What follows belongs to an exercise in optimizing a design on an open flow for small area and a short achievable clock period; a production flow would make more cautious choices. The RTL was checked by simulation tests, not by an equivalence proof against the original design.

===== flow/flow/run.sh =====
#!/bin/bash
# Standard ORFS layout, with buf_2 port buffers, and timing repair aiming for 10.75 ns of
# setup slack at the design's clock period (i.e. a tighter internal target).
set -euo pipefail
bash standard.sh "BUFFER_PORTS_ARGS=-buffer_cell sky130_fd_sc_hd__buf_2" "SETUP_SLACK_MARGIN=10.75" finish > make_finish.log 2>&1

===== flow/standard.sh =====
#!/bin/bash
# synth_recipe.tcl (not shown) runs the flow's synth.tcl, then flattens the netlist and writes it again
# the make line also repeats each setting of config.mk as NAME=value (left out here)
make -C /OpenROAD-flow-scripts/flow DESIGN_CONFIG=/design/flow/config.mk WORK_HOME=/design/flow/orfs CLKGATE_MAP_FILE= SYNTH_SCRIPT=/design/flow/synth_recipe.tcl "${@:-finish}"

===== flow/config.mk =====
export PLATFORM = sky130hd
export DESIGN_NAME = MACRegister
export DESIGN_NICKNAME = MACRegister
export VERILOG_FILES = /design/flow/design.v
export SDC_FILE = /design/flow/constraint.sdc
export NUM_CORES = 4
export LEC_CHECK = 0
export CAP_MARGIN = 20
export CORE_MARGIN = 2
export CORE_UTILIZATION = 55
export PLACE_DENSITY = 0.75
export SETUP_SLACK_MARGIN = 1.0
export SLEW_MARGIN = 20
export SYNTH_HIERARCHICAL = 1
export SYNTH_MINIMUM_KEEP_SIZE = 0

===== flow/constraint.sdc =====
create_clock -name core_clock -period 19.0 [get_ports {clk}]
set_input_delay 3.8000 -clock core_clock [delete_from_list [all_inputs] [get_ports {clk}]]
set_output_delay 3.8000 -clock core_clock [all_outputs]
set_load 0.01 [all_outputs]

===== flow/design.v =====
`timescale 1ns / 1ps
module HalfAdder(
    input a,
    input b,
    output f,
    output carryOut
    );
    assign f = a ^ b;
    assign carryOut = a & b;
endmodule
module HalfAdderN(
    input an,
    input bn,
    output fn,
    output carryOutN
    );
    Xnor2 x(an, bn, fn);
    Or2 o(an, bn, carryOutN);
endmodule
module Or2(input a, input b, output y);
    assign y = a | b;
endmodule
`timescale 1ns / 1ps
module FullAdder(
    input a,
    input b,
    input carryIn,
    output sum,
    output carryOut
    );
    assign sum = a ^ b ^ carryIn;
    assign carryOut = (a & b) | (a & carryIn) | (b & carryIn);
endmodule
`timescale 1ns / 1ps
module Inv(input a, output y);
    assign y = ~a;
endmodule
module Nand2(input a, input b, output y);
    assign y = ~(a & b);
endmodule
module Nor2(input a, input b, output y);
    assign y = ~(a | b);
endmodule
module Aoi21(input a, input b, input c, output y);
    assign y = ~((a & b) | c);
endmodule
module Oai21(input a, input b, input c, output y);
    assign y = ~((a | b) & c);
endmodule
module Xor2(input a, input b, output y);
    assign y = a ^ b;
endmodule
module Xnor2(input a, input b, output y);
    assign y = ~(a ^ b);
endmodule
module Ao21(input a, input b, input c, output y);
    assign y = (a & b) | c;
endmodule
module Ao22(input a, input b, input c, input d, output y);
    assign y = (a & b) | (c & d);
endmodule
`timescale 1ns / 1ps
module MACRegister(
    input clk,
    input rst,
    input [1:0] opcode,
    input [15:0] a,
    input [15:0] b,
    output [31:0] dataOut
    );
    reg [31:0] register;
    assign dataOut = register;
    wire [31:0] rt = ~register;
    wire pp0_0 = ~(a[0] & b[0]), pp0_1 = ~(a[0] & b[1]), pp0_2 = ~(a[0] & b[2]), pp0_3 = ~(a[0] & b[3]), pp0_4 = ~(a[0] & b[4]), pp0_5 = ~(a[0] & b[5]), pp0_6 = ~(a[0] & b[6]), pp0_7 = ~(a[0] & b[7]), pp0_8 = ~(a[0] & b[8]), pp0_9 = ~(a[0] & b[9]), pp0_10 = ~(a[0] & b[10]), pp0_11 = ~(a[0] & b[11]), pp0_12 = ~(a[0] & b[12]), pp0_13 = ~(a[0] & b[13]), pp0_14 = ~(a[0] & b[14]), pp0_15 = ~(a[0] & b[15]);
    wire pp1_0 = ~(a[1] & b[0]), pp1_1 = ~(a[1] & b[1]), pp1_2 = ~(a[1] & b[2]), pp1_3 = ~(a[1] & b[3]), pp1_4 = ~(a[1] & b[4]), pp1_5 = ~(a[1] & b[5]), pp1_6 = ~(a[1] & b[6]), pp1_7 = ~(a[1] & b[7]), pp1_8 = ~(a[1] & b[8]), pp1_9 = ~(a[1] & b[9]), pp1_10 = ~(a[1] & b[10]), pp1_11 = ~(a[1] & b[11]), pp1_12 = ~(a[1] & b[12]), pp1_13 = ~(a[1] & b[13]), pp1_14 = ~(a[1] & b[14]), pp1_15 = ~(a[1] & b[15]);
    wire pp2_0 = ~(a[2] & b[0]), pp2_1 = ~(a[2] & b[1]), pp2_2 = ~(a[2] & b[2]), pp2_3 = ~(a[2] & b[3]), pp2_4 = ~(a[2] & b[4]), pp2_5 = ~(a[2] & b[5]), pp2_6 = ~(a[2] & b[6]), pp2_7 = ~(a[2] & b[7]), pp2_8 = ~(a[2] & b[8]), pp2_9 = ~(a[2] & b[9]), pp2_10 = ~(a[2] & b[10]), pp2_11 = ~(a[2] & b[11]), pp2_12 = ~(a[2] & b[12]), pp2_13 = ~(a[2] & b[13]), pp2_14 = ~(a[2] & b[14]), pp2_15 = ~(a[2] & b[15]);
    wire pp3_0 = ~(a[3] & b[0]), pp3_1 = ~(a[3] & b[1]), pp3_2 = ~(a[3] & b[2]), pp3_3 = ~(a[3] & b[3]), pp3_4 = ~(a[3] & b[4]), pp3_5 = ~(a[3] & b[5]), pp3_6 = ~(a[3] & b[6]), pp3_7 = ~(a[3] & b[7]), pp3_8 = ~(a[3] & b[8]), pp3_9 = ~(a[3] & b[9]), pp3_10 = ~(a[3] & b[10]), pp3_11 = ~(a[3] & b[11]), pp3_12 = ~(a[3] & b[12]), pp3_13 = ~(a[3] & b[13]), pp3_14 = ~(a[3] & b[14]), pp3_15 = ~(a[3] & b[15]);
    wire pp4_0 = ~(a[4] & b[0]), pp4_1 = ~(a[4] & b[1]), pp4_2 = ~(a[4] & b[2]), pp4_3 = ~(a[4] & b[3]), pp4_4 = ~(a[4] & b[4]), pp4_5 = ~(a[4] & b[5]), pp4_6 = ~(a[4] & b[6]), pp4_7 = ~(a[4] & b[7]), pp4_8 = ~(a[4] & b[8]), pp4_9 = ~(a[4] & b[9]), pp4_10 = ~(a[4] & b[10]), pp4_11 = ~(a[4] & b[11]), pp4_12 = ~(a[4] & b[12]), pp4_13 = ~(a[4] & b[13]), pp4_14 = ~(a[4] & b[14]), pp4_15 = ~(a[4] & b[15]);
    wire pp5_0 = ~(a[5] & b[0]), pp5_1 = ~(a[5] & b[1]), pp5_2 = ~(a[5] & b[2]), pp5_3 = ~(a[5] & b[3]), pp5_4 = ~(a[5] & b[4]), pp5_5 = ~(a[5] & b[5]), pp5_6 = ~(a[5] & b[6]), pp5_7 = ~(a[5] & b[7]), pp5_8 = ~(a[5] & b[8]), pp5_9 = ~(a[5] & b[9]), pp5_10 = ~(a[5] & b[10]), pp5_11 = ~(a[5] & b[11]), pp5_12 = ~(a[5] & b[12]), pp5_13 = ~(a[5] & b[13]), pp5_14 = ~(a[5] & b[14]), pp5_15 = ~(a[5] & b[15]);
    wire pp6_0 = ~(a[6] & b[0]), pp6_1 = ~(a[6] & b[1]), pp6_2 = ~(a[6] & b[2]), pp6_3 = ~(a[6] & b[3]), pp6_4 = ~(a[6] & b[4]), pp6_5 = ~(a[6] & b[5]), pp6_6 = ~(a[6] & b[6]), pp6_7 = ~(a[6] & b[7]), pp6_8 = ~(a[6] & b[8]), pp6_9 = ~(a[6] & b[9]), pp6_10 = ~(a[6] & b[10]), pp6_11 = ~(a[6] & b[11]), pp6_12 = ~(a[6] & b[12]), pp6_13 = ~(a[6] & b[13]), pp6_14 = ~(a[6] & b[14]), pp6_15 = ~(a[6] & b[15]);
    wire pp7_0 = ~(a[7] & b[0]), pp7_1 = ~(a[7] & b[1]), pp7_2 = ~(a[7] & b[2]), pp7_3 = ~(a[7] & b[3]), pp7_4 = ~(a[7] & b[4]), pp7_5 = ~(a[7] & b[5]), pp7_6 = ~(a[7] & b[6]), pp7_7 = ~(a[7] & b[7]), pp7_8 = ~(a[7] & b[8]), pp7_9 = ~(a[7] & b[9]), pp7_10 = ~(a[7] & b[10]), pp7_11 = ~(a[7] & b[11]), pp7_12 = ~(a[7] & b[12]), pp7_13 = ~(a[7] & b[13]), pp7_14 = ~(a[7] & b[14]), pp7_15 = ~(a[7] & b[15]);
    wire pp8_0 = ~(a[8] & b[0]), pp8_1 = ~(a[8] & b[1]), pp8_2 = ~(a[8] & b[2]), pp8_3 = ~(a[8] & b[3]), pp8_4 = ~(a[8] & b[4]), pp8_5 = ~(a[8] & b[5]), pp8_6 = ~(a[8] & b[6]), pp8_7 = ~(a[8] & b[7]), pp8_8 = ~(a[8] & b[8]), pp8_9 = ~(a[8] & b[9]), pp8_10 = ~(a[8] & b[10]), pp8_11 = ~(a[8] & b[11]), pp8_12 = ~(a[8] & b[12]), pp8_13 = ~(a[8] & b[13]), pp8_14 = ~(a[8] & b[14]), pp8_15 = ~(a[8] & b[15]);
    wire pp9_0 = ~(a[9] & b[0]), pp9_1 = ~(a[9] & b[1]), pp9_2 = ~(a[9] & b[2]), pp9_3 = ~(a[9] & b[3]), pp9_4 = ~(a[9] & b[4]), pp9_5 = ~(a[9] & b[5]), pp9_6 = ~(a[9] & b[6]), pp9_7 = ~(a[9] & b[7]), pp9_8 = ~(a[9] & b[8]), pp9_9 = ~(a[9] & b[9]), pp9_10 = ~(a[9] & b[10]), pp9_11 = ~(a[9] & b[11]), pp9_12 = ~(a[9] & b[12]), pp9_13 = ~(a[9] & b[13]), pp9_14 = ~(a[9] & b[14]), pp9_15 = ~(a[9] & b[15]);
    wire pp10_0 = ~(a[10] & b[0]), pp10_1 = ~(a[10] & b[1]), pp10_2 = ~(a[10] & b[2]), pp10_3 = ~(a[10] & b[3]), pp10_4 = ~(a[10] & b[4]), pp10_5 = ~(a[10] & b[5]), pp10_6 = ~(a[10] & b[6]), pp10_7 = ~(a[10] & b[7]), pp10_8 = ~(a[10] & b[8]), pp10_9 = ~(a[10] & b[9]), pp10_10 = ~(a[10] & b[10]), pp10_11 = ~(a[10] & b[11]), pp10_12 = ~(a[10] & b[12]), pp10_13 = ~(a[10] & b[13]), pp10_14 = ~(a[10] & b[14]), pp10_15 = ~(a[10] & b[15]);
    wire pp11_0 = ~(a[11] & b[0]), pp11_1 = ~(a[11] & b[1]), pp11_2 = ~(a[11] & b[2]), pp11_3 = ~(a[11] & b[3]), pp11_4 = ~(a[11] & b[4]), pp11_5 = ~(a[11] & b[5]), pp11_6 = ~(a[11] & b[6]), pp11_7 = ~(a[11] & b[7]), pp11_8 = ~(a[11] & b[8]), pp11_9 = ~(a[11] & b[9]), pp11_10 = ~(a[11] & b[10]), pp11_11 = ~(a[11] & b[11]), pp11_12 = ~(a[11] & b[12]), pp11_13 = ~(a[11] & b[13]), pp11_14 = ~(a[11] & b[14]), pp11_15 = ~(a[11] & b[15]);
    wire pp12_0 = ~(a[12] & b[0]), pp12_1 = ~(a[12] & b[1]), pp12_2 = ~(a[12] & b[2]), pp12_3 = ~(a[12] & b[3]), pp12_4 = ~(a[12] & b[4]), pp12_5 = ~(a[12] & b[5]), pp12_6 = ~(a[12] & b[6]), pp12_7 = ~(a[12] & b[7]), pp12_8 = ~(a[12] & b[8]), pp12_9 = ~(a[12] & b[9]), pp12_10 = ~(a[12] & b[10]), pp12_11 = ~(a[12] & b[11]), pp12_12 = ~(a[12] & b[12]), pp12_13 = ~(a[12] & b[13]), pp12_14 = ~(a[12] & b[14]), pp12_15 = ~(a[12] & b[15]);
    wire pp13_0 = ~(a[13] & b[0]), pp13_1 = ~(a[13] & b[1]), pp13_2 = ~(a[13] & b[2]), pp13_3 = ~(a[13] & b[3]), pp13_4 = ~(a[13] & b[4]), pp13_5 = ~(a[13] & b[5]), pp13_6 = ~(a[13] & b[6]), pp13_7 = ~(a[13] & b[7]), pp13_8 = ~(a[13] & b[8]), pp13_9 = ~(a[13] & b[9]), pp13_10 = ~(a[13] & b[10]), pp13_11 = ~(a[13] & b[11]), pp13_12 = ~(a[13] & b[12]), pp13_13 = ~(a[13] & b[13]), pp13_14 = ~(a[13] & b[14]), pp13_15 = ~(a[13] & b[15]);
    wire pp14_0 = ~(a[14] & b[0]), pp14_1 = ~(a[14] & b[1]), pp14_2 = ~(a[14] & b[2]), pp14_3 = ~(a[14] & b[3]), pp14_4 = ~(a[14] & b[4]), pp14_5 = ~(a[14] & b[5]), pp14_6 = ~(a[14] & b[6]), pp14_7 = ~(a[14] & b[7]), pp14_8 = ~(a[14] & b[8]), pp14_9 = ~(a[14] & b[9]), pp14_10 = ~(a[14] & b[10]), pp14_11 = ~(a[14] & b[11]), pp14_12 = ~(a[14] & b[12]), pp14_13 = ~(a[14] & b[13]), pp14_14 = ~(a[14] & b[14]), pp14_15 = ~(a[14] & b[15]);
    wire pp15_0 = ~(a[15] & b[0]), pp15_1 = ~(a[15] & b[1]), pp15_2 = ~(a[15] & b[2]), pp15_3 = ~(a[15] & b[3]), pp15_4 = ~(a[15] & b[4]), pp15_5 = ~(a[15] & b[5]), pp15_6 = ~(a[15] & b[6]), pp15_7 = ~(a[15] & b[7]), pp15_8 = ~(a[15] & b[8]), pp15_9 = ~(a[15] & b[9]), pp15_10 = ~(a[15] & b[10]), pp15_11 = ~(a[15] & b[11]), pp15_12 = ~(a[15] & b[12]), pp15_13 = ~(a[15] & b[13]), pp15_14 = ~(a[15] & b[14]), pp15_15 = ~(a[15] & b[15]);
    wire s1, c2, s3, c4, s5, c6, s7, c8, s9, c10, s11, c12, s13, c14, s15, c16;
    wire s17, c18, s19, c20, s21, c22, s23, c24, s25, c26, s27, c28, s29, c30, s31, c32;
    wire s33, c34, s35, c36, s37, c38, s39, c40, s41, c42, s43, c44, s45, c46, s47, c48;
    wire s49, c50, s51, c52, s53, c54, s55, c56, s57, c58, s59, c60, s61, c62, s63, c64;
    wire s65, c66, s67, c68, s69, c70, s71, c72, s73, c74, s75, c76, s77, c78, s79, c80;
    wire s81, c82, s83, c84, s85, c86, s87, c88, s89, c90, s91, c92, s93, c94, s95, c96;
    wire s97, c98, s99, c100, s101, c102, s103, c104, s105, c106, s107, c108, s109, c110, s111, c112;
    wire s113, c114, s115, c116, s117, c118, s119, c120, s121, c122, s123, c124, s125, c126, s127, c128;
    wire s129, c130, s131, c132, s133, c134, s135, c136, s137, c138, s139, c140, s141, c142, s143, c144;
    wire s145, c146, s147, c148, s149, c150, s151, c152, s153, c154, s155, c156, s157, c158, s159, c160;
    wire s161, c162, s163, c164, s165, c166, s167, c168, s169, c170, s171, c172, s173, c174, s175, c176;
    wire s177, c178, s179, c180, s181, c182, s183, c184, s185, c186, s187, c188, s189, c190, s191, c192;
    wire s193, c194, s195, c196, s197, c198, s199, c200, s201, c202, s203, c204, s205, c206, s207, c208;
    wire s209, c210, s211, c212, s213, c214, s215, c216, s217, c218, s219, c220, s221, c222, s223, c224;
    wire s225, c226, s227, c228, s229, c230, s231, c232, s233, c234, s235, c236, s237, c238, s239, c240;
    wire s241, c242, s243, c244, s245, c246, s247, c248, s249, c250, s251, c252, s253, c254, s255, c256;
    wire s257, c258, s259, c260, s261, c262, s263, c264, s265, c266, s267, c268, s269, c270, s271, c272;
    wire s273, c274, s275, c276, s277, c278, s279, c280, s281, c282, s283, c284, s285, c286, s287, c288;
    wire s289, c290, s291, c292, s293, c294, s295, c296, s297, c298, s299, c300, s301, c302, s303, c304;
    wire s305, c306, s307, c308, s309, c310, s311, c312, s313, c314, s315, c316, s317, c318, s319, c320;
    wire s321, c322, s323, c324, s325, c326, s327, c328, s329, c330, s331, c332, s333, c334, s335, c336;
    wire s337, c338, s339, c340, s341, c342, s343, c344, s345, c346, s347, c348, s349, c350, s351, c352;
    wire s353, c354, s355, c356, s357, c358, s359, c360, s361, c362, s363, c364, s365, c366, s367, c368;
    wire s369, c370, s371, c372, s373, c374, s375, c376, s377, c378, s379, c380, s381, c382, s383, c384;
    wire s385, c386, s387, c388, s389, c390, s391, c392, s393, c394, s395, c396, s397, c398, s399, c400;
    wire s401, c402, s403, c404, s405, c406, s407, c408, s409, c410, s411, c412, s413, c414, s415, c416;
    wire s417, c418, s419, c420, s421, c422, s423, c424, s425, c426, s427, c428, s429, c430, s431, c432;
    wire s433, c434, s435, c436, s437, c438, s439, c440, s441, c442, s443, c444, s445, c446, s447, c448;
    wire s449, c450, s451, c452, s453, c454, s455, c456, s457, c458, s459, c460, s461, c462, s463, c464;
    wire s465, c466, s467, c468, s469, c470, s471, c472, s473, c474, s475, c476, s477, c478, s479, c480;
    wire s481, c482, s483, c484, s485, c486, s487, c488, s489, c490, s491, c492;
    HalfAdderN ha0(rt[12], pp0_12, s1, c2);
    FullAdder fa0(rt[13], pp0_13, pp10_3, s3, c4);
    HalfAdderN ha1(pp11_2, pp12_1, s5, c6);
    FullAdder fa1(rt[14], pp0_14, pp10_4, s7, c8);
    FullAdder fa2(pp11_3, pp12_2, pp13_1, s9, c10);
    HalfAdderN ha2(pp14_0, pp1_13, s11, c12);
    FullAdder fa3(rt[15], pp0_15, pp10_5, s13, c14);
    FullAdder fa4(pp11_4, pp12_3, pp13_2, s15, c16);
    FullAdder fa5(pp14_1, pp15_0, pp1_14, s17, c18);
    HalfAdderN ha3(pp2_13, pp3_12, s19, c20);
    FullAdder fa6(rt[16], pp10_6, pp11_5, s21, c22);
    FullAdder fa7(pp12_4, pp13_3, pp14_2, s23, c24);
    FullAdder fa8(pp15_1, pp1_15, pp2_14, s25, c26);
    HalfAdderN ha4(pp3_13, pp4_12, s27, c28);
    FullAdder fa9(rt[17], pp10_7, pp11_6, s29, c30);
    FullAdder fa10(pp12_5, pp13_4, pp14_3, s31, c32);
    FullAdder fa11(pp15_2, pp2_15, pp3_14, s33, c34);
    FullAdder fa12(rt[18], pp10_8, pp11_7, s35, c36);
    FullAdder fa13(pp12_6, pp13_5, pp14_4, s37, c38);
    FullAdder fa14(rt[19], pp10_9, pp11_8, s39, c40);
    HalfAdderN ha5(rt[8], pp0_8, s41, c42);
    FullAdder fa15(rt[9], pp0_9, pp1_8, s43, c44);
    HalfAdderN ha6(pp2_7, pp3_6, s45, c46);
    FullAdder fa16(rt[10], pp0_10, pp10_0, s47, c48);
    FullAdder fa17(pp1_9, pp2_8, pp3_7, s49, c50);
    HalfAdderN ha7(pp4_6, pp5_5, s51, c52);
    FullAdder fa18(rt[11], pp0_11, pp10_1, s53, c54);
    FullAdder fa19(pp11_0, pp1_10, pp2_9, s55, c56);
    FullAdder fa20(pp3_8, pp4_7, pp5_6, s57, c58);
    HalfAdderN ha8(pp6_5, pp7_4, s59, c60);
    FullAdder fa21(pp10_2, pp11_1, pp12_0, s61, c62);
    FullAdder fa22(pp1_11, pp2_10, pp3_9, s63, c64);
    FullAdder fa23(pp4_8, pp5_7, pp6_6, s65, c66);
    FullAdder fa24(pp7_5, pp8_4, pp9_3, s67, c68);
    FullAdder fa25(pp13_0, pp1_12, pp2_11, s69, c70);
    FullAdder fa26(pp3_10, pp4_9, pp5_8, s71, c72);
    FullAdder fa27(pp6_7, pp7_6, pp8_5, s73, c74);
    FullAdder fa28(pp9_4, c2, s5, s75, c76);
    FullAdder fa29(pp2_12, pp3_11, pp4_10, s77, c78);
    FullAdder fa30(pp5_9, pp6_8, pp7_7, s79, c80);
    FullAdder fa31(pp8_6, pp9_5, c6, s81, c82);
    FullAdder fa32(s11, c4, s7, s83, c84);
    FullAdder fa33(pp4_11, pp5_10, pp6_9, s85, c86);
    FullAdder fa34(pp7_8, pp8_7, pp9_6, s87, c88);
    FullAdder fa35(c12, s19, c8, s89, c90);
    FullAdder fa36(c10, s13, s15, s91, c92);
    FullAdder fa37(pp5_11, pp6_10, pp7_9, s93, c94);
    FullAdder fa38(pp8_8, pp9_7, c20, s95, c96);
    FullAdder fa39(s27, c14, c16, s97, c98);
    FullAdder fa40(c18, s21, s23, s99, c100);
    FullAdder fa41(pp4_13, pp5_12, pp6_11, s101, c102);
    FullAdder fa42(pp7_10, pp8_9, pp9_8, s103, c104);
    FullAdder fa43(c28, c22, c24, s105, c106);
    FullAdder fa44(c26, s29, s31, s107, c108);
    FullAdder fa45(pp15_3, pp3_15, pp4_14, s109, c110);
    FullAdder fa46(pp5_13, pp6_12, pp7_11, s111, c112);
    FullAdder fa47(pp8_10, pp9_9, c30, s113, c114);
    FullAdder fa48(c32, c34, s35, s115, c116);
    FullAdder fa49(pp12_7, pp13_6, pp14_5, s117, c118);
    FullAdder fa50(pp15_4, pp4_15, pp5_14, s119, c120);
    FullAdder fa51(pp6_13, pp7_12, pp8_11, s121, c122);
    FullAdder fa52(pp9_10, c36, c38, s123, c124);
    FullAdder fa53(rt[20], pp10_10, pp11_9, s125, c126);
    FullAdder fa54(pp12_8, pp13_7, pp14_6, s127, c128);
    FullAdder fa55(pp15_5, pp5_15, pp6_14, s129, c130);
    FullAdder fa56(pp7_13, pp8_12, pp9_11, s131, c132);
    FullAdder fa57(rt[21], pp10_11, pp11_10, s133, c134);
    FullAdder fa58(pp12_9, pp13_8, pp14_7, s135, c136);
    FullAdder fa59(pp15_6, pp6_15, pp7_14, s137, c138);
    FullAdder fa60(rt[22], pp10_12, pp11_11, s139, c140);
    FullAdder fa61(pp12_10, pp13_9, pp14_8, s141, c142);
    FullAdder fa62(rt[23], pp10_13, pp11_12, s143, c144);
    HalfAdderN ha9(rt[5], pp0_5, s145, c146);
    FullAdder fa63(rt[6], pp0_6, pp1_5, s147, c148);
    HalfAdderN ha10(pp2_4, pp3_3, s149, c150);
    FullAdder fa64(rt[7], pp0_7, pp1_6, s151, c152);
    FullAdder fa65(pp2_5, pp3_4, pp4_3, s153, c154);
    HalfAdderN ha11(pp5_2, pp6_1, s155, c156);
    FullAdder fa66(pp1_7, pp2_6, pp3_5, s157, c158);
    FullAdder fa67(pp4_4, pp5_3, pp6_2, s159, c160);
    FullAdder fa68(pp7_1, pp8_0, s41, s161, c162);
    FullAdder fa69(pp4_5, pp5_4, pp6_3, s163, c164);
    FullAdder fa70(pp7_2, pp8_1, pp9_0, s165, c166);
    FullAdder fa71(c42, s45, s43, s167, c168);
    FullAdder fa72(pp6_4, pp7_3, pp8_2, s169, c170);
    FullAdder fa73(pp9_1, c46, s51, s171, c172);
    FullAdder fa74(c44, s47, s49, s173, c174);
    FullAdder fa75(pp8_3, pp9_2, c52, s175, c176);
    FullAdder fa76(s59, c48, c50, s177, c178);
    FullAdder fa77(s53, s55, s57, s179, c180);
    FullAdder fa78(c60, s1, c54, s181, c182);
    FullAdder fa79(c56, c58, s61, s183, c184);
    FullAdder fa80(s63, s65, s67, s185, c186);
    FullAdder fa81(c62, c64, c66, s187, c188);
    FullAdder fa82(c68, s3, s69, s189, c190);
    FullAdder fa83(s71, s73, s75, s191, c192);
    FullAdder fa84(c70, c72, c74, s193, c194);
    FullAdder fa85(s77, s79, s9, s195, c196);
    FullAdder fa86(c76, s81, s83, s197, c198);
    FullAdder fa87(c78, c80, s17, s199, c200);
    FullAdder fa88(s85, s87, c82, s201, c202);
    FullAdder fa89(c84, s89, s91, s203, c204);
    FullAdder fa90(c86, c88, s25, s205, c206);
    FullAdder fa91(s93, s95, c90, s207, c208);
    FullAdder fa92(s97, c92, s99, s209, c210);
    FullAdder fa93(c94, s101, s103, s211, c212);
    FullAdder fa94(s33, c96, c98, s213, c214);
    FullAdder fa95(s105, c100, s107, s215, c216);
    FullAdder fa96(c102, c104, s109, s217, c218);
    FullAdder fa97(s111, s37, c106, s219, c220);
    FullAdder fa98(s113, c108, s115, s221, c222);
    FullAdder fa99(c110, c112, s39, s223, c224);
    FullAdder fa100(s117, s119, s121, s225, c226);
    FullAdder fa101(c114, s123, c116, s227, c228);
    FullAdder fa102(c40, c118, c120, s229, c230);
    FullAdder fa103(c122, s125, s127, s231, c232);
    FullAdder fa104(s129, s131, c124, s233, c234);
    FullAdder fa105(pp8_13, pp9_12, c126, s235, c236);
    FullAdder fa106(c128, c130, c132, s237, c238);
    FullAdder fa107(s133, s135, s137, s239, c240);
    FullAdder fa108(pp15_7, pp7_15, pp8_14, s241, c242);
    FullAdder fa109(pp9_13, c134, c136, s243, c244);
    FullAdder fa110(c138, s139, s141, s245, c246);
    FullAdder fa111(pp12_11, pp13_10, pp14_9, s247, c248);
    FullAdder fa112(pp15_8, pp8_15, pp9_14, s249, c250);
    FullAdder fa113(c140, c142, s143, s251, c252);
    FullAdder fa114(rt[24], pp10_14, pp11_13, s253, c254);
    FullAdder fa115(pp12_12, pp13_11, pp14_10, s255, c256);
    FullAdder fa116(pp15_9, pp9_15, c144, s257, c258);
    FullAdder fa117(rt[25], pp10_15, pp11_14, s259, c260);
    FullAdder fa118(pp12_13, pp13_12, pp14_11, s261, c262);
    FullAdder fa119(rt[26], pp11_15, pp12_14, s263, c264);
    HalfAdderN ha12(rt[3], pp0_3, s265, c266);
    FullAdder fa120(rt[4], pp0_4, pp1_3, s267, c268);
    HalfAdderN ha13(pp2_2, pp3_1, s269, c270);
    FullAdder fa121(pp1_4, pp2_3, pp3_2, s271, c272);
    FullAdder fa122(pp4_1, pp5_0, s145, s273, c274);
    FullAdder fa123(pp4_2, pp5_1, pp6_0, s275, c276);
    FullAdder fa124(c146, s149, s147, s277, c278);
    FullAdder fa125(pp7_0, c150, s155, s279, c280);
    FullAdder fa126(c148, s151, s153, s281, c282);
    FullAdder fa127(c156, c152, c154, s283, c284);
    FullAdder fa128(s157, s159, s161, s285, c286);
    FullAdder fa129(c158, c160, s163, s287, c288);
    FullAdder fa130(s165, c162, s167, s289, c290);
    FullAdder fa131(c164, c166, s169, s291, c292);
    FullAdder fa132(s171, c168, s173, s293, c294);
    FullAdder fa133(c170, c172, s175, s295, c296);
    FullAdder fa134(c174, s177, s179, s297, c298);
    FullAdder fa135(c176, c178, s181, s299, c300);
    FullAdder fa136(c180, s183, s185, s301, c302);
    FullAdder fa137(c182, c184, c186, s303, c304);
    FullAdder fa138(s187, s189, s191, s305, c306);
    FullAdder fa139(c188, c190, s193, s307, c308);
    FullAdder fa140(s195, c192, s197, s309, c310);
    FullAdder fa141(c194, c196, s199, s311, c312);
    FullAdder fa142(s201, c198, s203, s313, c314);
    FullAdder fa143(c200, s205, c202, s315, c316);
    FullAdder fa144(s207, c204, s209, s317, c318);
    FullAdder fa145(c206, s211, c208, s319, c320);
    FullAdder fa146(s213, c210, s215, s321, c322);
    FullAdder fa147(c212, s217, c214, s323, c324);
    FullAdder fa148(s219, c216, s221, s325, c326);
    FullAdder fa149(c218, s223, s225, s327, c328);
    FullAdder fa150(c220, c222, s227, s329, c330);
    FullAdder fa151(c224, s229, c226, s331, c332);
    FullAdder fa152(s231, s233, c228, s333, c334);
    FullAdder fa153(s235, c230, c232, s335, c336);
    FullAdder fa154(s237, s239, c234, s337, c338);
    FullAdder fa155(s241, c236, s243, s339, c340);
    FullAdder fa156(c238, c240, s245, s341, c342);
    FullAdder fa157(c242, s247, s249, s343, c344);
    FullAdder fa158(c244, c246, s251, s345, c346);
    FullAdder fa159(c248, c250, s253, s347, c348);
    FullAdder fa160(s255, s257, c252, s349, c350);
    FullAdder fa161(pp15_10, c254, c256, s351, c352);
    FullAdder fa162(s259, s261, c258, s353, c354);
    FullAdder fa163(pp13_13, pp14_12, pp15_11, s355, c356);
    FullAdder fa164(c260, c262, s263, s357, c358);
    FullAdder fa165(rt[27], pp12_15, pp13_14, s359, c360);
    FullAdder fa166(pp14_13, pp15_12, c264, s361, c362);
    FullAdder fa167(rt[28], pp13_15, pp14_14, s363, c364);
    HalfAdderN ha14(rt[2], pp0_2, s365, c366);
    FullAdder fa168(pp1_2, pp2_1, pp3_0, s367, c368);
    FullAdder fa169(pp4_0, c266, s269, s369, c370);
    FullAdder fa170(c270, c268, s271, s371, c372);
    FullAdder fa171(c272, s275, c274, s373, c374);
    FullAdder fa172(c276, s279, c278, s375, c376);
    FullAdder fa173(c280, c282, s283, s377, c378);
    FullAdder fa174(c284, s287, c286, s379, c380);
    FullAdder fa175(c288, s291, c290, s381, c382);
    FullAdder fa176(c292, s295, c294, s383, c384);
    FullAdder fa177(c296, s299, c298, s385, c386);
    FullAdder fa178(c300, c302, s303, s387, c388);
    FullAdder fa179(c304, s307, c306, s389, c390);
    FullAdder fa180(c308, s311, c310, s391, c392);
    FullAdder fa181(c312, s315, c314, s393, c394);
    FullAdder fa182(c316, s319, c318, s395, c396);
    FullAdder fa183(c320, s323, c322, s397, c398);
    FullAdder fa184(s327, c324, c326, s399, c400);
    FullAdder fa185(c328, s331, c330, s401, c402);
    FullAdder fa186(s335, c332, s337, s403, c404);
    FullAdder fa187(c336, s339, s341, s405, c406);
    FullAdder fa188(s343, c340, c342, s407, c408);
    FullAdder fa189(c344, s347, c346, s409, c410);
    FullAdder fa190(s351, c348, s353, s411, c412);
    FullAdder fa191(s355, c352, s357, s413, c414);
    FullAdder fa192(c356, s359, s361, s415, c416);
    FullAdder fa193(pp15_13, c360, s363, s417, c418);
    FullAdder fa194(rt[29], pp14_15, pp15_14, s419, c420);
    HalfAdderN ha15(rt[1], pp0_1, s421, c422);
    FullAdder fa195(pp1_1, pp2_0, s365, s423, c424);
    FullAdder fa196(c366, s265, s367, s425, c426);
    FullAdder fa197(c368, s267, s369, s427, c428);
    FullAdder fa198(c370, s273, s371, s429, c430);
    FullAdder fa199(c372, s277, s373, s431, c432);
    FullAdder fa200(s281, c374, s375, s433, c434);
    FullAdder fa201(c376, s285, s377, s435, c436);
    FullAdder fa202(c378, s289, s379, s437, c438);
    FullAdder fa203(s293, c380, s381, s439, c440);
    FullAdder fa204(s297, c382, s383, s441, c442);
    FullAdder fa205(s301, c384, s385, s443, c444);
    FullAdder fa206(s305, c386, s387, s445, c446);
    FullAdder fa207(c388, s309, s389, s447, c448);
    FullAdder fa208(s313, c390, s391, s449, c450);
    FullAdder fa209(s317, c392, s393, s451, c452);
    FullAdder fa210(s321, c394, s395, s453, c454);
    FullAdder fa211(s325, c396, s397, s455, c456);
    FullAdder fa212(s329, c398, s399, s457, c458);
    FullAdder fa213(s333, c400, s401, s459, c460);
    FullAdder fa214(c334, s403, c402, s461, c462);
    FullAdder fa215(c338, s405, c404, s463, c464);
    FullAdder fa216(s345, c406, s407, s465, c466);
    FullAdder fa217(s349, c408, s409, s467, c468);
    FullAdder fa218(c350, s411, c410, s469, c470);
    FullAdder fa219(c354, s413, c412, s471, c472);
    FullAdder fa220(c358, c414, s415, s473, c474);
    FullAdder fa221(c362, s417, c416, s475, c476);
    FullAdder fa222(c364, s419, c418, s477, c478);
    FullAdder fa223(rt[30], pp15_15, c420, s479, c480);
    HalfAdderN ha16(rt[0], pp0_0, s481, c482);
    FullAdder fa224(pp1_0, c482, s421, s483, c484);
    FullAdder fa225(c422, c484, s423, s485, c486);
    FullAdder fa226(c424, s425, c486, s487, c488);
    FullAdder fa227(c426, s427, c488, s489, c490);
    FullAdder fa228(c428, s429, c490, s491, c492);
    wire [31:0] x = {c480, c478, c476, c474, c472, c470, c468, c466, c464, c462, c460, c458, c456, c454, c452, c450, c448, c446, c444, c442, c440, c438, c436, c434, c432, c430, s491, s489, s487, s485, s483, s481};
    wire [31:0] y = {rt[31], s479, s477, s475, s473, s471, s469, s467, s465, s463, s461, s459, s457, s455, s453, s451, s449, s447, s445, s443, s441, s439, s437, s435, s433, s431, 1'b1, 1'b1, 1'b1, 1'b1, 1'b1, 1'b1};
    wire n493, n494, n495, n496, n497, n498, n499, n500, n501, n502, n503, n504, n505, n506, n507, n508, n509, n510, n511, n512, n513, n514, n515, n516, n517, n518, n519, n520, n521, n522, n523, n524, n525, n526, n527, n528, n529, n530, n531, n532, n533, n534, n535, n536, n537, n538, n539, n540, n541, n542, n543, n544, n545, n546, n547, n548, n549, n550, n551, n552, n553, n554, n555, n556, n557, n558, n559, n560, n561, n562, n563, n564, n565, n566, n567, n568, n569, n570, n571, n572, n573, n574, n575, n576, n577, n578, n579, n580, n581, n582, n583, n584, n585, n586, n587, n588, n589, n590, n591, n592, n593, n594, n595, n596, n597, n598, n599, n600, n601, n602, n603, n604, n605, n606, n607, n608, n609, n610, n611, n612, n613, n614, n615, n616, n617, n618, n619, n620, n621, n622, n623, n624, n625, n626, n627, n628, n629, n630, n631, n632, n633, n634, n635, n636, n637, n638, n639, n640, n641, n642, n643, n644, n645, n646, n647, n648, n649, n650, n651, n652, n653, n654, n655, n656, n657, n658, n659, n660, n661, n662, n663, n664, n665, n666, n667, n668, n669, n670, n671, n672, n673, n674, n675, n676, n677, n678, n679, n680, n681, n682, n683, n684, n685, n686, n687, n688, n689, n690, n691, n692, n693, n694, n695, n696, n697, n698, n699, n700, n701, n702, n703, n704, n705, n706, n707, n708;
    Xor2 u_n493(x[6], y[6], n493);
    Nand2 u_n494(x[6], y[6], n494);
    Nor2 u_n495(x[6], y[6], n495);
    Inv u_n496(c492, n496);
    Oai21 u_n497(n495, n496, n494, n497);
    Xor2 u_n498(x[7], y[7], n498);
    Nand2 u_n499(x[7], y[7], n499);
    Nor2 u_n500(x[7], y[7], n500);
    Xor2 u_n501(x[8], y[8], n501);
    Nand2 u_n502(x[8], y[8], n502);
    Nor2 u_n503(x[8], y[8], n503);
    Xor2 u_n504(x[9], y[9], n504);
    Nand2 u_n505(x[9], y[9], n505);
    Nor2 u_n506(x[9], y[9], n506);
    Xor2 u_n507(x[10], y[10], n507);
    Nand2 u_n508(x[10], y[10], n508);
    Nor2 u_n509(x[10], y[10], n509);
    Xor2 u_n510(x[11], y[11], n510);
    Nand2 u_n511(x[11], y[11], n511);
    Nor2 u_n512(x[11], y[11], n512);
    Xor2 u_n513(x[12], y[12], n513);
    Nand2 u_n514(x[12], y[12], n514);
    Nor2 u_n515(x[12], y[12], n515);
    Xor2 u_n516(x[13], y[13], n516);
    Nand2 u_n517(x[13], y[13], n517);
    Nor2 u_n518(x[13], y[13], n518);
    Xor2 u_n519(x[14], y[14], n519);
    Nand2 u_n520(x[14], y[14], n520);
    Nor2 u_n521(x[14], y[14], n521);
    Xor2 u_n522(x[15], y[15], n522);
    Nand2 u_n523(x[15], y[15], n523);
    Nor2 u_n524(x[15], y[15], n524);
    Xor2 u_n525(x[16], y[16], n525);
    Nand2 u_n526(x[16], y[16], n526);
    Nor2 u_n527(x[16], y[16], n527);
    Xor2 u_n528(x[17], y[17], n528);
    Nand2 u_n529(x[17], y[17], n529);
    Nor2 u_n530(x[17], y[17], n530);
    Xor2 u_n531(x[18], y[18], n531);
    Nand2 u_n532(x[18], y[18], n532);
    Nor2 u_n533(x[18], y[18], n533);
    Xor2 u_n534(x[19], y[19], n534);
    Nand2 u_n535(x[19], y[19], n535);
    Nor2 u_n536(x[19], y[19], n536);
    Xor2 u_n537(x[20], y[20], n537);
    Nand2 u_n538(x[20], y[20], n538);
    Nor2 u_n539(x[20], y[20], n539);
    Xor2 u_n540(x[21], y[21], n540);
    Nand2 u_n541(x[21], y[21], n541);
    Nor2 u_n542(x[21], y[21], n542);
    Xor2 u_n543(x[22], y[22], n543);
    Nand2 u_n544(x[22], y[22], n544);
    Nor2 u_n545(x[22], y[22], n545);
    Xor2 u_n546(x[23], y[23], n546);
    Nand2 u_n547(x[23], y[23], n547);
    Nor2 u_n548(x[23], y[23], n548);
    Xor2 u_n549(x[24], y[24], n549);
    Nand2 u_n550(x[24], y[24], n550);
    Nor2 u_n551(x[24], y[24], n551);
    Xor2 u_n552(x[25], y[25], n552);
    Nand2 u_n553(x[25], y[25], n553);
    Nor2 u_n554(x[25], y[25], n554);
    Xor2 u_n555(x[26], y[26], n555);
    Nand2 u_n556(x[26], y[26], n556);
    Nor2 u_n557(x[26], y[26], n557);
    Xor2 u_n558(x[27], y[27], n558);
    Nand2 u_n559(x[27], y[27], n559);
    Nor2 u_n560(x[27], y[27], n560);
    Xor2 u_n561(x[28], y[28], n561);
    Nand2 u_n562(x[28], y[28], n562);
    Nor2 u_n563(x[28], y[28], n563);
    Xor2 u_n564(x[29], y[29], n564);
    Nand2 u_n565(x[29], y[29], n565);
    Nor2 u_n566(x[29], y[29], n566);
    Xor2 u_n567(x[30], y[30], n567);
    Nand2 u_n568(x[30], y[30], n568);
    Nor2 u_n569(x[30], y[30], n569);
    Xor2 u_n570(x[31], y[31], n570);
    Nand2 u_n571(x[31], y[31], n571);
    Nor2 u_n572(x[31], y[31], n572);
    Inv u_n573(n497, n573);
    Oai21 u_n574(n500, n573, n499, n574);
    Oai21 u_n575(n506, n502, n505, n575);
    Nor2 u_n576(n506, n503, n576);
    Oai21 u_n577(n512, n508, n511, n577);
    Nor2 u_n578(n512, n509, n578);
    Oai21 u_n579(n518, n514, n517, n579);
    Nor2 u_n580(n518, n515, n580);
    Oai21 u_n581(n524, n520, n523, n581);
    Nor2 u_n582(n524, n521, n582);
    Oai21 u_n583(n530, n526, n529, n583);
    Nor2 u_n584(n530, n527, n584);
    Oai21 u_n585(n536, n532, n535, n585);
    Nor2 u_n586(n536, n533, n586);
    Oai21 u_n587(n542, n538, n541, n587);
    Nor2 u_n588(n542, n539, n588);
    Oai21 u_n589(n548, n544, n547, n589);
    Nor2 u_n590(n548, n545, n590);
    Oai21 u_n591(n554, n550, n553, n591);
    Nor2 u_n592(n554, n551, n592);
    Oai21 u_n593(n560, n556, n559, n593);
    Nor2 u_n594(n560, n557, n594);
    Oai21 u_n595(n566, n562, n565, n595);
    Nor2 u_n596(n566, n563, n596);
    Oai21 u_n597(n572, n568, n571, n597);
    Nor2 u_n598(n572, n569, n598);
    Inv u_n599(n574, n599);
    Oai21 u_n600(n503, n599, n502, n600);
    Aoi21 u_n601(n576, n574, n575, n601);
    Inv u_n602(n577, n602);
    Oai21 u_n603(n515, n602, n514, n603);
    Inv u_n604(n578, n604);
    Nor2 u_n605(n515, n604, n605);
    Aoi21 u_n606(n580, n577, n579, n606);
    Nand2 u_n607(n580, n578, n607);
    Inv u_n608(n581, n608);
    Oai21 u_n609(n527, n608, n526, n609);
    Inv u_n610(n582, n610);
    Nor2 u_n611(n527, n610, n611);
    Aoi21 u_n612(n584, n581, n583, n612);
    Nand2 u_n613(n584, n582, n613);
    Inv u_n614(n585, n614);
    Oai21 u_n615(n539, n614, n538, n615);
    Inv u_n616(n586, n616);
    Nor2 u_n617(n539, n616, n617);
    Aoi21 u_n618(n588, n585, n587, n618);
    Nand2 u_n619(n588, n586, n619);
    Inv u_n620(n589, n620);
    Oai21 u_n621(n551, n620, n550, n621);
    Inv u_n622(n590, n622);
    Nor2 u_n623(n551, n622, n623);
    Aoi21 u_n624(n592, n589, n591, n624);
    Nand2 u_n625(n592, n590, n625);
    Inv u_n626(n593, n626);
    Oai21 u_n627(n563, n626, n562, n627);
    Inv u_n628(n594, n628);
    Nor2 u_n629(n563, n628, n629);
    Aoi21 u_n630(n596, n593, n595, n630);
    Nand2 u_n631(n596, n594, n631);
    Oai21 u_n632(n509, n601, n508, n632);
    Inv u_n633(n601, n633);
    Aoi21 u_n634(n578, n633, n577, n634);
    Aoi21 u_n635(n605, n633, n603, n635);
    Oai21 u_n636(n607, n601, n606, n636);
    Oai21 u_n637(n533, n612, n532, n637);
    Nor2 u_n638(n533, n613, n638);
    Inv u_n639(n612, n639);
    Aoi21 u_n640(n586, n639, n585, n640);
    Inv u_n641(n613, n641);
    Nand2 u_n642(n586, n641, n642);
    Aoi21 u_n643(n617, n639, n615, n643);
    Nand2 u_n644(n617, n641, n644);
    Oai21 u_n645(n619, n612, n618, n645);
    Nor2 u_n646(n619, n613, n646);
    Oai21 u_n647(n557, n624, n556, n647);
    Nor2 u_n648(n557, n625, n648);
    Inv u_n649(n624, n649);
    Aoi21 u_n650(n594, n649, n593, n650);
    Inv u_n651(n625, n651);
    Nand2 u_n652(n594, n651, n652);
    Aoi21 u_n653(n629, n649, n627, n653);
    Nand2 u_n654(n629, n651, n654);
    Oai21 u_n655(n631, n624, n630, n655);
    Nor2 u_n656(n631, n625, n656);
    Inv u_n657(n636, n657);
    Oai21 u_n658(n521, n657, n520, n658);
    Aoi21 u_n659(n582, n636, n581, n659);
    Aoi21 u_n660(n611, n636, n609, n660);
    Oai21 u_n661(n613, n657, n612, n661);
    Aoi21 u_n662(n638, n636, n637, n662);
    Oai21 u_n663(n642, n657, n640, n663);
    Oai21 u_n664(n644, n657, n643, n664);
    Aoi21 u_n665(n646, n636, n645, n665);
    Inv u_n666(n655, n666);
    Oai21 u_n667(n569, n666, n568, n667);
    Inv u_n668(n656, n668);
    Nor2 u_n669(n569, n668, n669);
    Aoi21 u_n670(n598, n655, n597, n670);
    Nand2 u_n671(n598, n656, n671);
    Oai21 u_n672(n545, n665, n544, n672);
    Inv u_n673(n665, n673);
    Aoi21 u_n674(n590, n673, n589, n674);
    Aoi21 u_n675(n623, n673, n621, n675);
    Oai21 u_n676(n625, n665, n624, n676);
    Aoi21 u_n677(n648, n673, n647, n677);
    Oai21 u_n678(n652, n665, n650, n678);
    Oai21 u_n679(n654, n665, n653, n679);
    Aoi21 u_n680(n656, n673, n655, n680);
    Aoi21 u_n681(n669, n673, n667, n681);
    Oai21 u_n682(n671, n665, n670, n682);
    wire sM = ~rst & (opcode == 2'd2);
    wire sL = ~rst & (opcode == 2'd1);
    wire sH = ~rst & (opcode[0] == opcode[1]);
    wire [31:0] other, nxt;
    Ao22 u_o0(sL, b[0], sH, register[0], other[0]);
    Ao22 u_o1(sL, b[1], sH, register[1], other[1]);
    Ao22 u_o2(sL, b[2], sH, register[2], other[2]);
    Ao22 u_o3(sL, b[3], sH, register[3], other[3]);
    Ao22 u_o4(sL, b[4], sH, register[4], other[4]);
    Ao22 u_o5(sL, b[5], sH, register[5], other[5]);
    Ao22 u_o6(sL, b[6], sH, register[6], other[6]);
    Ao22 u_o7(sL, b[7], sH, register[7], other[7]);
    Ao22 u_o8(sL, b[8], sH, register[8], other[8]);
    Ao22 u_o9(sL, b[9], sH, register[9], other[9]);
    Ao22 u_o10(sL, b[10], sH, register[10], other[10]);
    Ao22 u_o11(sL, b[11], sH, register[11], other[11]);
    Ao22 u_o12(sL, b[12], sH, register[12], other[12]);
    Ao22 u_o13(sL, b[13], sH, register[13], other[13]);
    Ao22 u_o14(sL, b[14], sH, register[14], other[14]);
    Ao22 u_o15(sL, b[15], sH, register[15], other[15]);
    Ao22 u_o16(sL, a[0], sH, register[16], other[16]);
    Ao22 u_o17(sL, a[1], sH, register[17], other[17]);
    Ao22 u_o18(sL, a[2], sH, register[18], other[18]);
    Ao22 u_o19(sL, a[3], sH, register[19], other[19]);
    Ao22 u_o20(sL, a[4], sH, register[20], other[20]);
    Ao22 u_o21(sL, a[5], sH, register[21], other[21]);
    Ao22 u_o22(sL, a[6], sH, register[22], other[22]);
    Ao22 u_o23(sL, a[7], sH, register[23], other[23]);
    Ao22 u_o24(sL, a[8], sH, register[24], other[24]);
    Ao22 u_o25(sL, a[9], sH, register[25], other[25]);
    Ao22 u_o26(sL, a[10], sH, register[26], other[26]);
    Ao22 u_o27(sL, a[11], sH, register[27], other[27]);
    Ao22 u_o28(sL, a[12], sH, register[28], other[28]);
    Ao22 u_o29(sL, a[13], sH, register[29], other[29]);
    Ao22 u_o30(sL, a[14], sH, register[30], other[30]);
    Ao22 u_o31(sL, a[15], sH, register[31], other[31]);
    assign nxt[0] = (sM & ~x[0]) | other[0];
    assign nxt[1] = (sM & ~x[1]) | other[1];
    assign nxt[2] = (sM & ~x[2]) | other[2];
    assign nxt[3] = (sM & ~x[3]) | other[3];
    assign nxt[4] = (sM & ~x[4]) | other[4];
    assign nxt[5] = (sM & ~x[5]) | other[5];
    Xnor2 u_n683(n493, c492, n683);
    Ao21 u_d6(sM, n683, other[6], nxt[6]);
    Xnor2 u_n684(n498, n497, n684);
    Ao21 u_d7(sM, n684, other[7], nxt[7]);
    Xnor2 u_n685(n501, n574, n685);
    Ao21 u_d8(sM, n685, other[8], nxt[8]);
    Xnor2 u_n686(n504, n600, n686);
    Ao21 u_d9(sM, n686, other[9], nxt[9]);
    Xor2 u_n687(n507, n601, n687);
    Ao21 u_d10(sM, n687, other[10], nxt[10]);
    Xnor2 u_n688(n510, n632, n688);
    Ao21 u_d11(sM, n688, other[11], nxt[11]);
    Xor2 u_n689(n513, n634, n689);
    Ao21 u_d12(sM, n689, other[12], nxt[12]);
    Xor2 u_n690(n516, n635, n690);
    Ao21 u_d13(sM, n690, other[13], nxt[13]);
    Xnor2 u_n691(n519, n636, n691);
    Ao21 u_d14(sM, n691, other[14], nxt[14]);
    Xnor2 u_n692(n522, n658, n692);
    Ao21 u_d15(sM, n692, other[15], nxt[15]);
    Xor2 u_n693(n525, n659, n693);
    Ao21 u_d16(sM, n693, other[16], nxt[16]);
    Xor2 u_n694(n528, n660, n694);
    Ao21 u_d17(sM, n694, other[17], nxt[17]);
    Xnor2 u_n695(n531, n661, n695);
    Ao21 u_d18(sM, n695, other[18], nxt[18]);
    Xor2 u_n696(n534, n662, n696);
    Ao21 u_d19(sM, n696, other[19], nxt[19]);
    Xnor2 u_n697(n537, n663, n697);
    Ao21 u_d20(sM, n697, other[20], nxt[20]);
    Xnor2 u_n698(n540, n664, n698);
    Ao21 u_d21(sM, n698, other[21], nxt[21]);
    Xor2 u_n699(n543, n665, n699);
    Ao21 u_d22(sM, n699, other[22], nxt[22]);
    Xnor2 u_n700(n546, n672, n700);
    Ao21 u_d23(sM, n700, other[23], nxt[23]);
    Xor2 u_n701(n549, n674, n701);
    Ao21 u_d24(sM, n701, other[24], nxt[24]);
    Xor2 u_n702(n552, n675, n702);
    Ao21 u_d25(sM, n702, other[25], nxt[25]);
    Xnor2 u_n703(n555, n676, n703);
    Ao21 u_d26(sM, n703, other[26], nxt[26]);
    Xor2 u_n704(n558, n677, n704);
    Ao21 u_d27(sM, n704, other[27], nxt[27]);
    Xnor2 u_n705(n561, n678, n705);
    Ao21 u_d28(sM, n705, other[28], nxt[28]);
    Xnor2 u_n706(n564, n679, n706);
    Ao21 u_d29(sM, n706, other[29], nxt[29]);
    Xor2 u_n707(n567, n680, n707);
    Ao21 u_d30(sM, n707, other[30], nxt[30]);
    Xor2 u_n708(n570, n681, n708);
    Ao21 u_d31(sM, n708, other[31], nxt[31]);
    always @ (posedge clk)
        register <= nxt;
endmodule

==> results of run 1 <==
layout make-up:
| type | count | area, µm² |
|---|---|---|
| inverter | 57 | 214.0 |
| clock inverter | 1 | 5.005 |
| multi-input combinational | 775 | 7547 |
| clock buffer | 6 | 128.9 |
| tap | 216 | 270.3 |
| fill | 1372 | 6578 |
| timing repair buffer | 76 | 559.3 |
| sequential | 32 | 640.6 |
Yosys stat by module, one instance, submodules excluded, a selection:
module / flops+latches / copies in the design / cells / area (µm²)
FullAdder: 0 / 229 / 1 / 20.02
Xnor2: 0 / 31 / 1 / 8.758
Aoi21: 0 / 21 / 1 / 8.758
Ao22: 0 / 32 / 1 / 8.758
Ao21: 0 / 26 / 1 / 7.507
Or2: 0 / 17 / 1 / 6.256
Oai21: 0 / 34 / 1 / 5.005
Inv: 0 / 22 / 1 / 3.754
Nand2: 0 / 34 / 1 / 3.754
synthesized netlist by cell type, drive strengths merged (4+ instances only):
library cell / n
buf: 60
or2: 17
dfxtp: 32
a22o: 32
nand2: 290
o21ai: 34
a21o: 26
o21bai: 6
clkbuf: 4
nor2: 46
fa: 229
xnor2: 31
inv: 57
a21oi: 21
xor2: 38
cell usage in the layout (no fill, tap or decap), types with 26 or more instances in the layout:
cell | Yosys | final
a21o_1 | 26 | 26
a22o_1 | 32 | 32
buf_2 | 0 | 39
dfxtp_1 | 32 | 32
fa_1 | 229 | 226
inv_1 | 57 | 56
nand2_1 | 287 | 286
nor2_1 | 46 | 38
o21ai_1 | 34 | 30
xnor2_1 | 31 | 31
xor2_1 | 38 | 38
layer usage:
layer	vias to the layer above	GRT usage [%]	routed length, µm
li1	2868	-	-
met1	3281	37.11	8619
met2	364	43.72	10660
met3	78	6.228	2131
met4	0	11.17	1061
met5	-	0	0
kinds of logic (layout without fill, tap and decap cells):
| family | count (synthesis) | count (layout) | synth area share (%) |
|---|---|---|---|
| simple gates | 356 | 356 | 15.55 |
| fa+ha+maj | 231 | 231 | 51.15 |
| buf+inv | 121 | 140 | 9.775 |
| compound gates | 119 | 119 | 9.706 |
| xor+xnor | 69 | 69 | 6.706 |
| flops | 32 | 32 | 7.109 |
how the worst max path moves through the flow:
stage | start | to | slack [ps] | cells past startpoint
after detailed placement | a[11] | register[27] | 9970 | 17
after CTS | b[3] | register[28] | 10760 | 17
after floorplan | a[11] | register[24] | 10780 | 18
after global routing | b[15] | register[28] | 10770 | 17
after global placement | a[0] | register[31] | 10150 | 17
final | b[15] | register[23] | 10880 | 17
metrics by stage:
stage                     setup WS [ps]  cells  util [%]  hold WS, ps
after global placement            10150   1151     56.36        549.3
after detailed placement           9975   1151     56.36        549.4
after CTS                         10760   1160     57.85        570.6
final                             10880   1163     58.74        574.8
after floorplan                   10780    928         -        604.1
after global routing              10770   1163     58.74        594.1
worst max-delay path: cells and delay by family:
kind | cells | cell delay [ps]
buf+inv | 2 | 330
simple gates | 3 | 330
fa+ha+maj | 6 | 2910
xor+xnor | 1 | 140
compound gates | 5 | 780
what timing repair did:
item	in CTS	in global routing
gates cloned	0	0
gates resized for setup	33	36
setup buffers	2	3
endpoints found under the setup margin	10	11
hold buffers	0	0
pin swaps	0	8
==> notes.md, run 1 <==
- Final number of setup-violating endpoints: 0
- Top post-synthesis cells by area: fa_1, nand2_1, dfxtp_1
- Largest regs: register (32)
- Post-Synthesis Mean Instance Area: approximately 9.7 µm²
- Die width: 132 µm
- Area added between synthesis and finish: 3.929%
- Share of async-settable or async-resettable flops after synthesis: 0%
- Detail Route Antenna Nets: 0
- Worst reg2reg path endpoint: register[23]
- Dominant register cell in the synthesized netlist: dfxtp_1
- Gate Count Post-Synth: 928
- Worst slew pin tran: 491.1 ps
- Critical-path cell with the highest stage delay: fa_1
- Ratio of final minimum period to clock period: 42.73%
- Total wire length: approximately 22,000 µm
- Post-synth cell types: 20
- Avg WL per Cell: 19.32 µm
- IO buf count: 67
- Global-route wire length before repair: around 37,000 µm
- Length of the first detailed-routing pass in iterations: 5
- Hold path startpoint: register[9]
- Root Buffer Master: clkbuf_16
- Die Height: 132 µm
- Number of maximum-capacitance violations: 0
- Total routing resource utilization after global routing: 27.58%
- Row count: 46
- Worst-case clock skew: 7.248 ps
- Ant. Diodes: 0
- Post-layout instance area: 0.009365 mm²
- Pins over their slew limit: 0
- Worst skew pair latency: around 300 ps
- Reg clk slew, reported paths: 60 ps
- Shortest clock period the worst path allows after layout: 8119 ps
- Die area: 0.01742 mm²
- Slack of the worst reg-to-reg path: 14,130 ps
- Warnings, synthesis: 7
- Number of antenna violations at the first check in global routing: 0
- Top cell type's share of synthesized area: 50.87%
- Post-synthesis cell area: ~0.009 mm²
- Critical path start-end classification: in2reg
- Syn Nets: 1,195
- Num Clock Sinks: 32
- End of the worst hold path: register[9]
- Placer's final routability congestion estimate: 0.8903
- Register with the most flip-flops: register
- Number of hold violations in the final report: 0
- HPWL reported at the end of detailed placement: 16,930 µm
- Effective utilization at floorplan: 56.52%
- Required time at the endpoint of the critical path: 19,190 ps
- Number of levels in the clock H-tree: 2
- Nature of the critical path endpoint: flip-flop
- Max clock buf depth: 2
- Class of the most critical hold timing path: reg2reg
- Vias per cell: 5.667
- Worst slew margin relative to its limit: roughly two thirds
- Maximum net fanout on the critical path: 17
- Worst EP arrival: approximately 8300 ps
- Maximum operating frequency: around 0.12 GHz
- Max FFs per register: 32
- Cell accounting for the most synthesized area: fa_1
- Post-detailed-placement cell area: 0.008985 mm²
- Via count of the first global-routing pass: ~7,000
- Unrepaired setup endpoints after global routing: no
- Post-synthesis sequential area ratio: under 10%
- Layout cell share with drive strength beyond 1: 13.31%
- Detailed-route via count: 6,591
- Pin count of the biggest net entering global routing: 33
- Number of buffers created by CTS: 5
- Startpoint Class: input pin
- Depth of the worst register-to-register path: 16
- Total congestion overflow after global routing: 0
- CP peak stage delay: 550 ps
- Number of remaining DRC errors: 0
- Run status: complete, no violations
- Cell with the most instances on the worst path: fa_1
- Fin nets: ~1,200
- CTS tree: yes
- Num ports: 68
- Flops & latches, synth: 32
- Critical path, cell by cell: buf_6 > nand2_1 > fa_1 > fa_1 > fa_1 > fa_1 > fa_1 > fa_1 > nor2_2 > nor2_1 > a21oi_2 > o21ai_2 > a21oi_4 > buf_4 > o21ai_1 > xnor2_1 > a21o_1
- Cell depth of the worst hold path: 2
- RR Startpoint: register[15]
- Floorplan core area: 0.01594 mm²
- Count of flip-flops with a built-in enable after synthesis: 0
- Accumulated negative setup slack: 0 ps
- Number of violations reported at the end of detailed-routing iteration 0: around 550
==> run 2: changes to the inputs <==
--- a/flow/config.mk
+++ b/flow/config.mk
@@ -8,6 +8,7 @@
 export CAP_MARGIN = 20
 export CORE_MARGIN = 2
-export CORE_UTILIZATION = 55
-export PLACE_DENSITY = 0.75
+export CORE_UTILIZATION = 65
+export CTS_BUF_LIST = sky130_fd_sc_hd__clkbuf_4 sky130_fd_sc_hd__clkbuf_8
+export PLACE_DENSITY = 0.85
 export SETUP_SLACK_MARGIN = 1.0
 export SLEW_MARGIN = 20
==> notes.md, run 2 <==
- Run status: complete, no violations
- IO buf count: 67
- Worst slew pin tran: 1119 ps
- Flops & latches, synth: 32
- Register with the most flip-flops: register
- Worst EP arrival: roughly 8400 ps
- Total wire length: 22,170 µm
- Ratio of final minimum period to clock period: 42.94%
- Number of antenna violations at the first check in global routing: 0
- Most common library cell in the layout ignoring fill and taps: nand2_1
- Nature of the critical path endpoint: flip-flop
- Root Buffer Master: clkbuf_8
- Count of flip-flops with a built-in enable after synthesis: 0
- Gate Count Post-Synth: 928
- Startpoint Class: input pin
- Layout cell share with drive strength beyond 1: 12.79%
- Cell with the most instances on the worst path: fa_1
- Pins over their slew limit: 0
- Post-synthesis sequential area ratio: just over 7%
- Number of buffers created by CTS: 5
- Max FFs per register: 32
- Fill count: 1,038
- Post-layout instance area: 0.009285 mm²
- Top post-synthesis cells by area: fa_1, nand2_1, dfxtp_1
- Accumulated negative setup slack: 0 ps
- Mux contribution to synthesized area: 0%
- Post-detailed-placement cell area: 0.008932 mm²
- Post-synthesis share of cell area spent on and, or, nand and nor gates: around 16%
- Final number of setup-violating endpoints: 0
- Cell accounting for the most synthesized area: fa_1
- Critical path start-end classification: in2reg
- Max clock buf depth: 2
- Post-Synthesis Mean Instance Area: around 10 µm²
- HPWL reported at the end of detailed placement: 16,790 µm
- Number of maximum-capacitance violations: 0
- Dominant combinational cell family by area after synthesis: adder cells
- Dominant register cell in the synthesized netlist: dfxtp_1
- Post-synth cell types: 20
- Worst slew margin relative to its limit: 25.32%
- Area fraction in compound gates after synthesis: 9.706%
- Num ports: 68
- Number of violations reported at the end of detailed-routing iteration 0: 593
- RR Startpoint: register[14]
- Row count: 43
- CTS tree: yes
- Top cell type's share of synthesized area: 50.87%
- Cell depth of the worst hold path: 2
- Die area: 0.01482 mm²
- Largest regs: register (32)
- Post-Synth XOR/XNOR Area: between 6 and 7%
- Detail Route Antenna Nets: 0
- Reg clk slew, reported paths: 80 ps
- Critical path, cell by cell: buf_6 > nand2_1 > fa_1 > fa_1 > fa_1 > fa_1 > fa_1 > fa_2 > nor2_2 > o21ai_2 > a21oi_2 > o21ai_2 > a21oi_4 > buf_6 > o21ai_1 > xnor2_1 > a21o_1
- Maximum operating frequency: 0.1226 GHz
- Critical-path cell with the highest stage delay: fa_1
- End of the worst hold path: register[31]
- Unrepaired setup endpoints after global routing: no
- Share of async-settable or async-resettable flops after synthesis: 0%
- Number of cells in the design after placement: 1,114
- CP peak stage delay: between 500 and 600 ps
- Hold path startpoint: register[31]
- Ant. Diodes: 0
- Number of levels in the clock H-tree: 2
- Num Clock Sinks: 32
- Effective utilization at floorplan: 65.68%
- Length of the first detailed-routing pass in iterations: 5
- Depth of the worst register-to-register path: 16
- Placer's final routability congestion estimate: between 0.9 and 1
- Required time at the endpoint of the critical path: 19,220 ps
- Floorplan core area: 0.01372 mm²
- Pin count of the biggest net entering global routing: 33
- Worst-case clock skew: roughly 5.5 ps
- Most frequent cell after synthesis: nand2_1
- Post-synthesis adder-cell area fraction: 51.15%
- Fin nets: 1,212
- Class of the most critical hold timing path: reg2reg
- Area added between synthesis and finish: 3.041%
- Syn Nets: 1,195
- Maximum net fanout on the critical path: 17
- List of most frequent post-synthesis cells: nand2_1, fa_1, inv_1, nor2_1, buf_6
- Die Height: 121.7 µm
- Global-route wire length before repair: roughly 37,000 µm
- Avg WL per Cell: between 15 and 20 µm
- Number of remaining DRC errors: 0
- Worst skew pair latency: 320 ps
- Die width: 121.7 µm
- Number of hold violations in the final report: 0
- Worst reg2reg path endpoint: register[26]
- Shortest clock period the worst path allows after layout: 8159 ps
- Total congestion overflow after global routing: 0
- Cts-stage hold buffer count: 0
- Worst-case setup margin in the final layout: 10,840 ps
- Total routing resource utilization after global routing: 32.72%
- Slack of the worst reg-to-reg path: 14,090 ps
- Detailed-route via count: between 6,000 and 7,000
- Warnings, synthesis: 7
- Vias per cell: 5.970
- Post-synthesis cell area: approximately 0.0090 mm²
- Final Instance Count excl. Fillers: around 1,100
- Minimum hold slack: 572.9 ps
- Worst Setup Slack post-DPL: between 10,000 and 15,000 ps
- Via count of the first global-routing pass: ~7,200
- Most frequent cells in the layout: nand2_1, fa_1, inv_1
==> run 2: cell counts after synthesis <==
Identical to the previous run, type by type.
==> run 2: per-layer routing <==
layer	global-route usage [%]	vias up	routed length, µm
li1	-	2863	-
met1	43.00	3393	8119
met2	53.46	377	10930
met3	5.712	89	2012
met4	15.30	0	1110
met5	0	-	0
==> run 2: stage by stage <==
step / utilization (%)
floorplan: -
global placement: 65.11
detailed placement: 65.11
CTS: 66.52
global route: 67.68
finish: 67.68
==> run 2: layout make-up <==
class / count / area, µm² / share of cell area (%)
inverters: 57 / 216.5 / 2.331
well taps: 180 / 225.2 / 2.426
clock inverters: 1 / 30.03 / 0.3234
flip-flops and latches: 32 / 640.6 / 6.899
multi-input cells: 775 / 7532 / 81.12
clock buffers: 7 / 96.34 / 1.038
repair buffers: 74 / 544.3 / 5.862
==> run 2: critical path: cells and delay by family <==
kind | cells | cell delay (ps)
fa+ha+maj | 6 | 2860
xor+xnor | 1 | 150
buf+inv | 2 | 330
compound gates | 6 | 980
simple gates | 2 | 260
==> run 2: worst max-delay path by stage <==
stage	cells past startpoint	end	slack [ps]	startpoint
floorplan	18	register[24]	10780	a[11]
global placement	17	register[31]	10160	a[0]
detailed placement	17	register[27]	10060	a[0]
CTS	17	register[27]	10760	a[10]
global route	17	register[26]	10740	b[14]
finish	17	register[26]	10840	b[14]
==> run 2: cell families (layout without fill, tap and decap cells) <==
family | after synthesis | in the layout
AOI/OAI and AO/OA | 119 | 119
buffers and inverters | 121 | 139
adders and majority gates | 231 | 231
xor gates and xnor gates | 69 | 69
DFF | 32 | 32
and+or+nand+nor | 356 | 356
==> run 2: repair_timing <==
item / in CTS / in global routing
pin swaps: 0 / 6
buffers inserted: 1 / 3
endpoints found under the setup margin: 9 / 11
resized for setup: 22 / 45
==> run 2: per-module statistics from Yosys, one instance, submodules excluded, excerpt <==
module	copies in the design	cell area [µm²]	flops+latches	cells inside
Xnor2	31	8.758	0	1
Ao22	32	8.758	0	1
Nor2	46	3.754	0	1
Aoi21	21	8.758	0	1
MACRegister	1	2504	32	398
Ao21	26	7.507	0	1
Inv	22	3.754	0	1
Oai21	34	5.005	0	1
Xor2	38	8.758	0	1
Or2	17	6.256	0	1
FullAdder	229	20.02	0	1
Nand2	34	3.754	0	1

[static timing again, ports no longer ideal]
How much do the figures lean on ideal ports? The routed layouts below were timed once more, with nothing changed but the port constraints. Step 1, drivers: a clkbuf_16 drives clk and a buf_2 each remaining input, both assumed. Step 2, shift: input delay + t, output delay - t, t = (earliest + latest rising clock arrival at the registers) / 2. This alone moves slack from input paths to output paths. a / b / c = ideal / step 1 / step 2; a / b = the first two.
run | t, ns | slack for setup (ns) | latest minus earliest clock arrival (ns) | worst register clock-pin slew, ns | cell pins on the clock port's net
run 1 | 0.338 | 10.881 / 10.872 / 10.534 | 0.007 / 0.008 | 0.07 / 0.07 | 1
run 2 | 0.351 | 10.841 / 10.821 / 10.470 | 0.006 / 0.005 | 0.08 / 0.08 | 1
After both steps every run listed still meets setup and hold. The setup slack of run 2, which loses most, moves by -0.020 ns with the drivers and by -0.371 ns with both steps.
